What follows belongs to an exercise in optimizing a design on an open flow for small area, a short achievable clock period and few clock cycles; a production flow would make more cautious choices.

==> module geofence, before the edit <==
module geofence (clk, reset, X, Y, valid, is_inside);
input clk;
input reset;
input [9:0] X;
input [9:0] Y;
output reg valid;
output reg is_inside;
localparam S0 = 3'd0, S1 = 3'd1, S2 = 3'd2, S3 = 3'd3, SF = 3'd4;
reg [3:0] cnt;           
reg [2:0] st;
reg [9:0] px, py;        
reg       wsx, wsy;      
reg [9:0] wmx, wmy_n;        
wire [9:0] wmy = ~wmy_n;
reg       lsx, lsy, rsx, rsy;
reg [9:0] lmx_n, lmy, rmx_n, rmy;       
wire [9:0] lmx = ~lmx_n, rmx = ~rmx_n;
wire [10:0] dx = {1'b0, X} - {1'b0, px};
wire [10:0] dy = {1'b0, Y} - {1'b0, py};
wire       dsx = dx[10];
wire       dsy = dy[10];
wire [9:0] dmx = (dx[9:0] ^ {10{dsx}}) + {9'd0, dsx};
wire [9:0] dmy = (dy[9:0] ^ {10{dsy}}) + {9'd0, dsy};
wire       a_n, a_z, b_n, b_z;
xsign ua (.a(lmx), .b(wmy), .c(lmy), .d(wmx), .neg(a_n), .zero(a_z));   
xsign ub (.a(wmy), .b(rmx), .c(wmx), .d(rmy), .neg(b_n), .zero(b_z));   
wire lzx = lmx == 0, lzy = lmy == 0, wzx = wmx == 0, wzy = wmy == 0;
wire rzx = rmx == 0, rzy = rmy == 0;
wire a_s1 = lsx ^ wsy, a_s2 = lsy ^ wsx;
wire b_s1 = wsy ^ rsx, b_s2 = wsx ^ rsy;
wire [1:0] ca = (a_s1 != a_s2) ? (((lzx || wzy) && (lzy || wzx)) ? 2'b01 : {a_s1, 1'b0})
                               : (a_z ? 2'b01 : {a_s1 ^ a_n, 1'b0});
wire [1:0] cr = (b_s1 != b_s2) ? (((wzx || rzy) && (wzy || rzx)) ? 2'b01 : {b_s1, 1'b0})
                               : (b_z ? 2'b01 : {b_s1 ^ b_n, 1'b0});
wire a_neg = ca[1], a_zero = ca[0], a_pos = !ca[1] && !ca[0];
wire b_neg = !cr[1] && !cr[0], b_zero = cr[0];
wire w_zero = wzx && wzy;
wire opp = (!lzx && (lsx != wsx)) || (!lzy && (lsy != wsy));
reg [2:0] st_n;
always @(*) begin
    st_n = st;
    if (!w_zero) begin
        case (st)
        S0: st_n = S1;
        S1: begin
            if (a_neg && b_neg) st_n = SF;
            else if ((a_neg && b_zero) || (b_neg && a_zero)) st_n = S2;
            else if (!a_neg && !b_neg && a_zero && b_zero && opp) st_n = S3;
        end
        S2: if (a_neg) st_n = SF;
        S3: if (!a_zero) st_n = S2;
        default: st_n = SF;
        endcase
    end
end
wire set_l = ((st == S0) && !w_zero) || ((st == S1) && a_neg);
wire set_r = ((st == S0) && !w_zero) || ((st == S1) && b_neg);
wire neg_l = (st == S3) && a_neg;
wire proc = (cnt >= 4'd2) && (cnt <= 4'd8);
always @(posedge clk or posedge reset) begin
    if (reset) begin
        cnt <= 4'd0;
        st <= S0;
        valid <= 1'b0;
        is_inside <= 1'b0;
    end else begin
        cnt <= (cnt == 4'd9) ? 4'd0 : cnt + 4'd1;
        valid <= (cnt == 4'd8);
        if (cnt == 4'd8) is_inside <= (st_n == SF);
        if (proc) st <= st_n;
        else st <= S0;
    end
end
always @(posedge clk) begin
    if (cnt == 4'd0) begin
        px <= X;
        py <= Y;
    end
    wsx <= dsx; wmx <= dmx;
    wsy <= dsy; wmy_n <= ~dmy;
    if (proc && set_l) begin
        lsx <= wsx; lmx_n <= ~wmx;
        lsy <= wsy; lmy <= wmy;
    end else if (proc && neg_l) begin
        lsx <= !lsx;
        lsy <= !lsy;
    end
    if (proc && set_r) begin
        rsx <= wsx; rmx_n <= ~wmx;
        rsy <= wsy; rmy <= wmy;
    end
end
endmodule
==> flow/config.mk <==
export PLATFORM = sky130hd
export DESIGN_NAME = geofence
export DESIGN_NICKNAME = geofence
export VERILOG_FILES = /design/flow/design.v
export SDC_FILE = /design/flow/constraint.sdc
export NUM_CORES = 4
export LEC_CHECK = 0
export CAP_MARGIN = 20
export CORE_MARGIN = 2
export CORE_UTILIZATION = 40
export SLEW_MARGIN = 20
==> flow/constraint.sdc <==
create_clock -name core_clock -period 13.0 [get_ports {clk}]
set_input_delay 2.6000 -clock core_clock [delete_from_list [all_inputs] [get_ports {clk}]]
set_output_delay 2.6000 -clock core_clock [all_outputs]
set_load 0.01 [all_outputs]
standard.sh (not shown) runs the stock make flow with config.mk's settings and CLKGATE_MAP_FILE= SYNTH_SCRIPT=/design/flow/synth_recipe.tcl, a recipe that flattens the netlist after the stock synthesis.
==> flow/flow/run.sh <==
#!/bin/bash
# Standard ORFS layout with two additions (same clock period and constraints):
#  1. after the standard synthesis, flow/polarity.py removes the inverters that
#     Yosys's full-adder extraction leaves between adders (logic unchanged);
#  2. timing repair aims at a larger setup slack than the default.
set -euo pipefail
RES="$PWD/orfs/results/$FLOW_PLATFORM/geofence/base"
LIB="$FLOW_HOME/platforms/$FLOW_PLATFORM/lib/sky130_fd_sc_hd__tt_025C_1v80.lib"
bash standard.sh "$RES/1_2_yosys.v" > synth.log 2>&1
cp "$RES/1_2_yosys.v" 1_2_yosys.before_polarity.v
python3 flow/polarity.py "$RES/1_2_yosys.v" "$LIB" > polarity.log 2>&1
bash standard.sh SETUP_SLACK_MARGIN=6.5 finish > layout.log 2>&1
Other scripts of this flow, unchanged in this note and not shown: flow/flow/polarity.py
Then changed:
--- a/flow/design.v
+++ b/flow/design.v
@@ -37,27 +37,30 @@
 wire b_neg = !cr[1] && !cr[0], b_zero = cr[0];
 wire w_zero = wzx && wzy;
 wire opp = (!lzx && (lsx != wsx)) || (!lzy && (lsy != wsy));
 reg [2:0] st_n;
+reg       set_l, set_r, neg_l;
 always @(*) begin
-    st_n = st;
+    st_n  = st;
+    set_l = 1'b0;
+    set_r = 1'b0;
+    neg_l = 1'b0;
     if (!w_zero) begin
         case (st)
-        S0: st_n = S1;
+        S0: begin st_n = S1; set_l = 1'b1; set_r = 1'b1; end
         S1: begin
             if (a_neg && b_neg) st_n = SF;
-            else if ((a_neg && b_zero) || (b_neg && a_zero)) st_n = S2;
-            else if (!a_neg && !b_neg && a_zero && b_zero && opp) st_n = S3;
+            else if (a_neg) begin set_l = 1'b1; if (b_zero) st_n = S2; end
+            else if (b_neg) begin set_r = 1'b1; if (a_zero) st_n = S2; end
+            else if (a_zero && b_zero && opp) st_n = S3;
         end
         S2: if (a_neg) st_n = SF;
-        S3: if (!a_zero) st_n = S2;
+        S3: if (a_pos) st_n = S2;
+            else if (a_neg) begin st_n = S2; neg_l = 1'b1; end
         default: st_n = SF;
         endcase
     end
 end
-wire set_l = ((st == S0) && !w_zero) || ((st == S1) && a_neg);
-wire set_r = ((st == S0) && !w_zero) || ((st == S1) && b_neg);
-wire neg_l = (st == S3) && a_neg;
 wire proc = (cnt >= 4'd2) && (cnt <= 4'd8);
 always @(posedge clk or posedge reset) begin
     if (reset) begin
         cnt <= 4'd0;
What happened: The new run finished clean. Worst setup slack is worse by 0.16 ns. Global-route usage rose by 0.74 points. Via count rose by 1.2%. Worst hold slack is better by 0.022 ns. Utilization fell by 1.0 points. Maximum frequency fell by 2.4%. Area after synthesis rose by 0.68%. Non-clock buffer count fell by 47. Die area rose by 0.67%. Final area fell by 1.9%. Routed wire length rose by 3.5%.
No functional check of the RTL was part of any run of this note.

Setup of main:
Starting RTL as in the previous note.
==> flow/config.mk <==
export PLATFORM = sky130hd
export DESIGN_NAME = geofence
export DESIGN_NICKNAME = geofence
export VERILOG_FILES = /design/flow/design.v
export SDC_FILE = /design/flow/constraint.sdc
export NUM_CORES = 4
export LEC_CHECK = 0
export CAP_MARGIN = 20
export CORE_MARGIN = 2
export CORE_UTILIZATION = 40
export SLEW_MARGIN = 20
==> flow/constraint.sdc <==
create_clock -name core_clock -period 13.0 [get_ports {clk}]
set_input_delay 2.6000 -clock core_clock [delete_from_list [all_inputs] [get_ports {clk}]]
set_output_delay 2.6000 -clock core_clock [all_outputs]
set_load 0.01 [all_outputs]
==> flow/flow/run.sh <==
#!/bin/bash
# Standard ORFS layout with two additions (same clock period and constraints):
#  1. after the standard synthesis, flow/polarity.py removes the inverters that
#     Yosys's full-adder extraction leaves between adders (logic unchanged);
#  2. timing repair aims at a larger setup slack than the default.
set -euo pipefail
RES="$PWD/orfs/results/$FLOW_PLATFORM/geofence/base"
LIB="$FLOW_HOME/platforms/$FLOW_PLATFORM/lib/sky130_fd_sc_hd__tt_025C_1v80.lib"
bash standard.sh "$RES/1_2_yosys.v" > synth.log 2>&1
cp "$RES/1_2_yosys.v" 1_2_yosys.before_polarity.v
python3 flow/polarity.py "$RES/1_2_yosys.v" "$LIB" > polarity.log 2>&1
bash standard.sh SETUP_SLACK_MARGIN=6 finish > layout.log 2>&1
Other scripts of this flow, unchanged in this note and not shown: flow/flow/polarity.py
main finished every step from synthesis to the final layout, and the layout passed the timing, DRC and antenna checks.
Inputs modified between main and the feature branch:
--- a/flow/design.v
+++ b/flow/design.v
@@ -38,25 +38,28 @@
 wire w_zero = wzx && wzy;
 wire opp = (!lzx && (lsx != wsx)) || (!lzy && (lsy != wsy));
 reg [2:0] st_n;
+reg       set_l, set_r, neg_l;
 always @(*) begin
-    st_n = st;
+    st_n  = st;
+    set_l = 1'b0;
+    set_r = 1'b0;
+    neg_l = 1'b0;
     if (!w_zero) begin
         case (st)
-        S0: st_n = S1;
+        S0: begin st_n = S1; set_l = 1'b1; set_r = 1'b1; end
         S1: begin
             if (a_neg && b_neg) st_n = SF;
-            else if ((a_neg && b_zero) || (b_neg && a_zero)) st_n = S2;
-            else if (!a_neg && !b_neg && a_zero && b_zero && opp) st_n = S3;
+            else if (a_neg) begin set_l = 1'b1; if (b_zero) st_n = S2; end
+            else if (b_neg) begin set_r = 1'b1; if (a_zero) st_n = S2; end
+            else if (a_zero && b_zero && opp) st_n = S3;
         end
         S2: if (a_neg) st_n = SF;
-        S3: if (!a_zero) st_n = S2;
+        S3: if (a_pos) st_n = S2;
+            else if (a_neg) begin st_n = S2; neg_l = 1'b1; end
         default: st_n = SF;
         endcase
     end
 end
-wire set_l = ((st == S0) && !w_zero) || ((st == S1) && a_neg);
-wire set_r = ((st == S0) && !w_zero) || ((st == S1) && b_neg);
-wire neg_l = (st == S3) && a_neg;
 wire proc = (cnt >= 4'd2) && (cnt <= 4'd8);
 always @(posedge clk or posedge reset) begin
     if (reset) begin
## What came out
Worst setup path startpoint: wmy_n[9]$_DFF_P_ -> the feature branch, rmx_n[7]$_DFFE_PP_ -> main. Changes observed in the feature branch relative to main: number of cells produced by synthesis went up; count of non-CTS buffers in the layout -about 27%; minimum clock period after layout has increased. Core util | the feature branch vs main | the feature branch lower. Relative to main, the critical path depth of the feature branch is lower by 13%. Comparing area taken by flip-flops and latches for the feature branch and main, the bigger number came from main. main → the feature branch: global-route track usage on met3 went up by 0.39 points, wire length went up by 2.9%. Taking main as the reference, in the feature branch fmax went down; total met3 wirelength after detailed routing went up.
No functional check of the RTL was part of any run of this note.

[what the ideal ports hide]
The results above use ideal ports. As a check the final layouts listed here were re-extracted and re-timed, cells and wires unchanged.
Step 1: set_driving_cell puts a clkbuf_16 on clk and a buf_2 on each other input, an assumption about the parent block.
Step 2 times the ports against the registers' clock, not the clock port: input delays grow and output delays shrink by t, the midpoint of the rising clock arrivals with the driver on.
Three values: no drivers, after step 1, after step 2; two values: the first two.
run	t, ns	setup WS [ns]	worst setup path after step 2	latest minus earliest clock arrival (ns)	cell pins on the clock port's net
the first run of note 1	0.387	6.419 / 6.419 / 6.419	register to register	0.012 / 0.012	1
the second run of note 1	0.399	6.257 / 6.257 / 6.257	register to register	0.012 / 0.013	1
main	0.402	6.235 / 6.235 / 5.934	input to register	0.010 / 0.010	1
the feature branch	0.392	6.149 / 6.149 / 6.149	register to register	0.016 / 0.016	1
After both steps every run listed still meets setup and hold. The setup slack of main, which loses most, moves by 0.000 ns with the drivers and by -0.301 ns with both steps.
